From an optimization exercise on the open Yosys and OpenROAD flow, aimed at small area; shortcuts taken in it are not production practice.
Only simulation tests tie the RTL to the original design; equivalence was not proved.
Power and IR drop assume default switching activity.

Setup of north:
// mtd_backend
module mtd_backend(
    input           clk_i,
    input           rst_n_i,
    input           infrared_key,
    input           fft_opd,
    input  [11:0]   fft_idx,
    input  [7:0]    fft_xk_re,
    input  [7:0]    fft_xk_im,
    output reg      fault_detect_led,
    output          motor_pwm,
    output          uart_tx_o
);
==> module uart_screen_ctrl, before the edit <==
module uart_screen_ctrl(
    input       clk_i,
    input       rst_n_i,
    input       good_i,          
    input       bad_i,           
    output      uart_tx
);
localparam IDLE = 3'd0, GTXT = 3'd1, GCNT = 3'd2, BTXT = 3'd3,
           BCNT = 3'd4, TTXT = 3'd5, TCNT = 3'd6, ENDT = 3'd7;
reg [2:0] state;
reg [7:0] cnt;
reg       fin;           
reg [3:0] digit;         
reg [3:0] g_one, g_ten, b_one, b_ten, t_one, t_ten;    
wire [11:0] ph;          
wire [3:0]  txc;         
wire        gap  = (txc == 4'd14);
wire        stop = (txc == 4'd15);
wire s1 = gap & ph[0] & ~ph[1];
wire s2 = gap & ph[1] & ~ph[2];
wire s3 = gap & ph[2] & ~ph[3];
wire s4 = gap & ph[3] & ~ph[4];
wire s6 = gap & ph[5] & ~ph[6];
wire s7 = gap & ph[6] & ~ph[7];
function [3:0] inc4(input [3:0] x);
    inc4 = {x[3] ^ (x[2] & x[1] & x[0]), x[2] ^ (x[1] & x[0]), x[1] ^ x[0], ~x[0]};
endfunction
function [7:0] bcd_inc(input [3:0] ten, input [3:0] one);
    if (one == 4'd9)
        bcd_inc = {(ten == 4'd9) ? 4'd0 : inc4(ten), 4'd0};
    else
        bcd_inc = {ten, inc4(one)};
endfunction
always @(posedge clk_i or negedge rst_n_i) begin
    if (!rst_n_i) begin
        {g_ten, g_one} <= 8'd0;
        {b_ten, b_one} <= 8'd0;
        {t_ten, t_one} <= 8'd0;
    end else begin
        if (good_i)
            {g_ten, g_one} <= bcd_inc(g_ten, g_one);
        if (bad_i)
            {b_ten, b_one} <= bcd_inc(b_ten, b_one);
        if (good_i | bad_i)
            {t_ten, t_one} <= bcd_inc(t_ten, t_one);
    end
end
reg [7:0] cnt_inc;
reg       ci;
integer   i;
always @(*) begin
    ci = 1'b1;
    for (i = 0; i < 8; i = i + 1) begin
        cnt_inc[i] = cnt[i] ^ ci;
        ci = ci & cnt[i];
    end
end
wire is_g   = (state == GCNT);
wire is_b   = (state == BCNT);
wire is_cnt = is_g | is_b | (state == TCNT);
wire [3:0] c_ten = is_g ? g_ten : is_b ? b_ten : t_ten;
wire [3:0] c_one = is_g ? g_one : is_b ? b_one : t_one;
wire       two   = (c_ten != 4'd0);
reg [7:0] last_n;
always @(*) begin
    case (state)
        GTXT, BTXT, TTXT: last_n = 8'd29;
        ENDT:             last_n = 8'd16;
        default:          last_n = two ? 8'd2 : 8'd1;
    endcase
end
wire last = (cnt == last_n);
reg [2:0] state_nx;
always @(*) begin
    case (state)
        GTXT:    state_nx = GCNT;
        GCNT:    state_nx = TTXT;
        BTXT:    state_nx = BCNT;
        BCNT:    state_nx = TTXT;
        TTXT:    state_nx = TCNT;
        TCNT:    state_nx = ENDT;
        default: state_nx = IDLE;
    endcase
end
wire idle    = (state == IDLE);
wire restart = idle & (good_i | bad_i) & (stop | s3);    
wire wrap    = s1 & ~last & (&cnt);                      
wire halt    = wrap | (s3 & fin & idle & ~restart);
wire start   = fin ? s7 : s4;
wire latch   = fin ? s6 : s3;
wire [3:0] code = two ? ((cnt == 8'd1) ? c_ten : (cnt == 8'd2) ? c_one : 4'hF)
                      : ((cnt == 8'd1) ? c_one : 4'hF);
always @(posedge clk_i or negedge rst_n_i) begin
    if (!rst_n_i)
        state <= IDLE;
    else if (restart)
        state <= good_i ? GTXT : BTXT;
    else if (s2 & fin)
        state <= state_nx;
end
always @(posedge clk_i) begin
    if (restart)
        cnt <= 8'd1;
    else if (s2 & fin)
        cnt <= (state_nx == TTXT || state_nx == ENDT) ? 8'd14 : 8'd1;
    else if (s1 & ~last)
        cnt <= cnt_inc;
    if (restart & stop)
        fin <= 1'b1;
    else if (s1)
        fin <= last;
end
always @(posedge clk_i) begin
    if (latch)
        digit <= code;
end
reg [7:0] txt;
always @(*) begin
    case (cnt[4:0])
        5'd1:  txt = 8'h74;
        5'd2:  txt = 8'h32;
        5'd3:  txt = 8'h2E;
        5'd4:  txt = 8'h74;
        5'd5:  txt = 8'h78;
        5'd6:  txt = 8'h74;
        5'd7:  txt = 8'h3D;
        5'd8:  txt = 8'h22;
        5'd9:  txt = (state == GTXT) ? 8'hC1 : 8'hB4;
        5'd10: txt = (state == GTXT) ? 8'hBC : 8'hCE;
        5'd11: txt = 8'hC6;
        5'd12: txt = 8'hB7;
        5'd13: txt = 8'h22;
        5'd14: txt = 8'hFF;
        5'd15: txt = 8'hFF;
        5'd16: txt = 8'hFF;
        5'd17: txt = 8'h70;
        5'd18: txt = 8'h61;
        5'd19: txt = 8'h67;
        5'd20: txt = 8'h65;
        5'd21: txt = 8'h33;
        5'd22: txt = 8'h2E;
        5'd23: txt = 8'h6E;
        5'd24: txt = (state == GTXT) ? 8'h37 : (state == BTXT) ? 8'h38 : 8'h36;
        5'd25: txt = 8'h2E;
        5'd26: txt = 8'h76;
        5'd27: txt = 8'h61;
        5'd28: txt = 8'h6C;
        5'd29: txt = 8'h3D;
        default: txt = 8'h00;
    endcase
    if (is_cnt)
        txt = (digit == 4'hF) ? 8'h00 : {4'h3, digit};
end
uart_send u_uart_send(
    .sys_clk(clk_i),
    .sys_rst_n(rst_n_i),
    .start_i(start),
    .halt_i(halt),
    .load_i(restart & stop),
    .uart_din(txt),
    .ph_o(ph),
    .txc_o(txc),
    .uart_txd(uart_tx)
);
endmodule
Settings: LEC_CHECK=0, ABC_AREA=1, CAP_MARGIN=20, CORE_MARGIN=2, CORE_UTILIZATION=40, SLEW_MARGIN=20; clock period 37.0 ns.
standard.sh (not shown) runs the stock make flow with config.mk's settings and CLKGATE_MAP_FILE= SYNTH_SCRIPT=/design/flow/synth_recipe.tcl, a recipe that flattens the netlist after the stock synthesis.
==> flow/flow/run.sh <==
#!/bin/bash
# Layout flow: the standard flow (standard.sh) with three changes:
#  1. after the standard synthesis, the logic between the registers is
#     re-mapped by ABC for area (flow/post.tcl); registers, adder cells and tie
#     cells are kept. The new netlist is used only if Yosys proves it
#     equivalent to the standard one (flow/eq.tcl);
#  2. ports are buffered with buf_1 instead of clkdlybuf4s50_1;
#  3. the clock tree uses clkbuf_8 and no dummy loads.
# Each tool's output goes to its own log file in this folder.
set -uo pipefail
R=$PWD/orfs/results/sky130hd/mtd_backend/base
YOSYS=$(command -v yosys || echo /OpenROAD-flow-scripts/tools/install/yosys/bin/yosys)
export BUFFER_PORTS_ARGS="-buffer_cell sky130_fd_sc_hd__buf_1"
export CTS_ARGS="-sink_clustering_enable -repair_clock_nets -dont_use_dummy_load -buf_list sky130_fd_sc_hd__clkbuf_8"

bash standard.sh "$R/1_2_yosys.v" > std_synth.log 2>&1 || exit 1
cp "$R/1_2_yosys.v" std_1_2_yosys.v

export POST_LIB=$FLOW_HOME/platforms/sky130hd/lib/sky130_fd_sc_hd__tt_025C_1v80.lib
export POST_DONT_USE=$PWD/flow/dont_use.txt
export POST_ABC=$PWD/flow/post.abc
export POST_IN=$PWD/std_1_2_yosys.v
export POST_OUT=$PWD/post_1_2_yosys.v
if "$YOSYS" -c flow/post.tcl > post.log 2>&1 && "$YOSYS" -c flow/eq.tcl > eq.log 2>&1; then
    cp post_1_2_yosys.v "$R/1_2_yosys.v"
    touch "$R/1_2_yosys.v"
    echo "re-mapped netlist used" > post_status.txt
else
    echo "re-mapped netlist not used" > post_status.txt
fi

bash standard.sh > std_flow.log 2>&1
Other scripts of this flow, unchanged in this note and not shown: flow/flow/dont_use.txt, flow/flow/eq.tcl, flow/flow/post.abc, flow/flow/post.tcl
[inputs] south vs north
-- flow/design.v --
<<< north, line 524
                      : ((cnt == 8'd1) ? c_one : 4'hF);
always @(posedge clk_i or negedge rst_n_i) begin
    if (!rst_n_i)
        state <= IDLE;
    else if (restart)
        state <= good_i ? GTXT : BTXT;
    else if (s2 & fin)
        state <= state_nx;
end
always @(posedge clk_i) begin
    if (restart)
        cnt <= 8'd1;
    else if (s2 & fin)
        cnt <= (state_nx == TTXT || state_nx == ENDT) ? 8'd14 : 8'd1;
    else if (s1 & ~last)
        cnt <= cnt_inc;
    if (restart & stop)
        fin <= 1'b1;
    else if (s1)
        fin <= last;
end
always @(posedge clk_i) begin
>>> south, line 524
                      : ((cnt == 8'd1) ? c_one : 4'hF);
always @(posedge clk_i or negedge rst_n_i) begin
    if (!rst_n_i) begin
        state <= IDLE;
        cnt <= 8'd0;
        fin <= 1'b0;
    end else begin
        if (restart) begin
            state <= good_i ? GTXT : BTXT;
            cnt <= 8'd1;
        end else if (s2 & fin) begin
            state <= state_nx;
            cnt <= (state_nx == TTXT || state_nx == ENDT) ? 8'd14 : 8'd1;
        end else if (s1) begin
            cnt <= last ? cnt : cnt_inc;
        end
        if (restart & stop)
            fin <= 1'b1;
        else if (s1)
            fin <= last;
    end
end
always @(posedge clk_i) begin
--- outcome ---
Power density of the placed cells came out lower on south than on north.
The final cell count number comes out lower for south vs north.
The higher largest net degree at the start of global routing came out of south.
On share of the core filled with cells, north and south are neck and neck.
From north to south the numbers moved as follows: ratio of cells with drive above 1 in the final layout grew by 0.17 points, final critical delay including setup and external delays shrank by 220 ps.
In the metrics for north and south, the one carrying the higher die area is south.
Relative to north, synthesized netlist net count has decreased by 17 in south.
Delta (south minus north): first-pass GRT wire length went up; area growth from synthesis to layout did not really move.

-- afterwards: timing with drivers on the ports --
No port has a modelled driver above. Below, the same layouts with a new extraction and two added sets of constraints. Step 1 (the two cells are an assumption about what drives the block):
set clk [get_ports {clk_i}]
set_driving_cell -lib_cell sky130_fd_sc_hd__clkbuf_16 $clk
set_driving_cell -lib_cell sky130_fd_sc_hd__buf_2 [delete_from_list [all_inputs] $clk]
Step 2, shift: input delay + t, output delay - t, t = (earliest + latest rising clock arrival at the registers) / 2. This alone moves slack from input paths to output paths. a / b / c = ideal / step 1 / step 2; a / b = the first two.
| run | shift t [ns] | slack for setup (ns) | worst setup path after step 2 | worst slew at a driven data input, ns |
|---|---|---|---|---|
| north | 0.471 | 22.197 / 22.218 / 21.748 | input to register | 0.03 |
| south | 0.468 | 22.415 / 22.435 / 21.967 | input to register | 0.04 |
After both steps setup and hold are still met in every run listed. For north, which loses most, drivers alone change the setup slack by +0.021 ns; drivers and shift together by -0.449 ns.
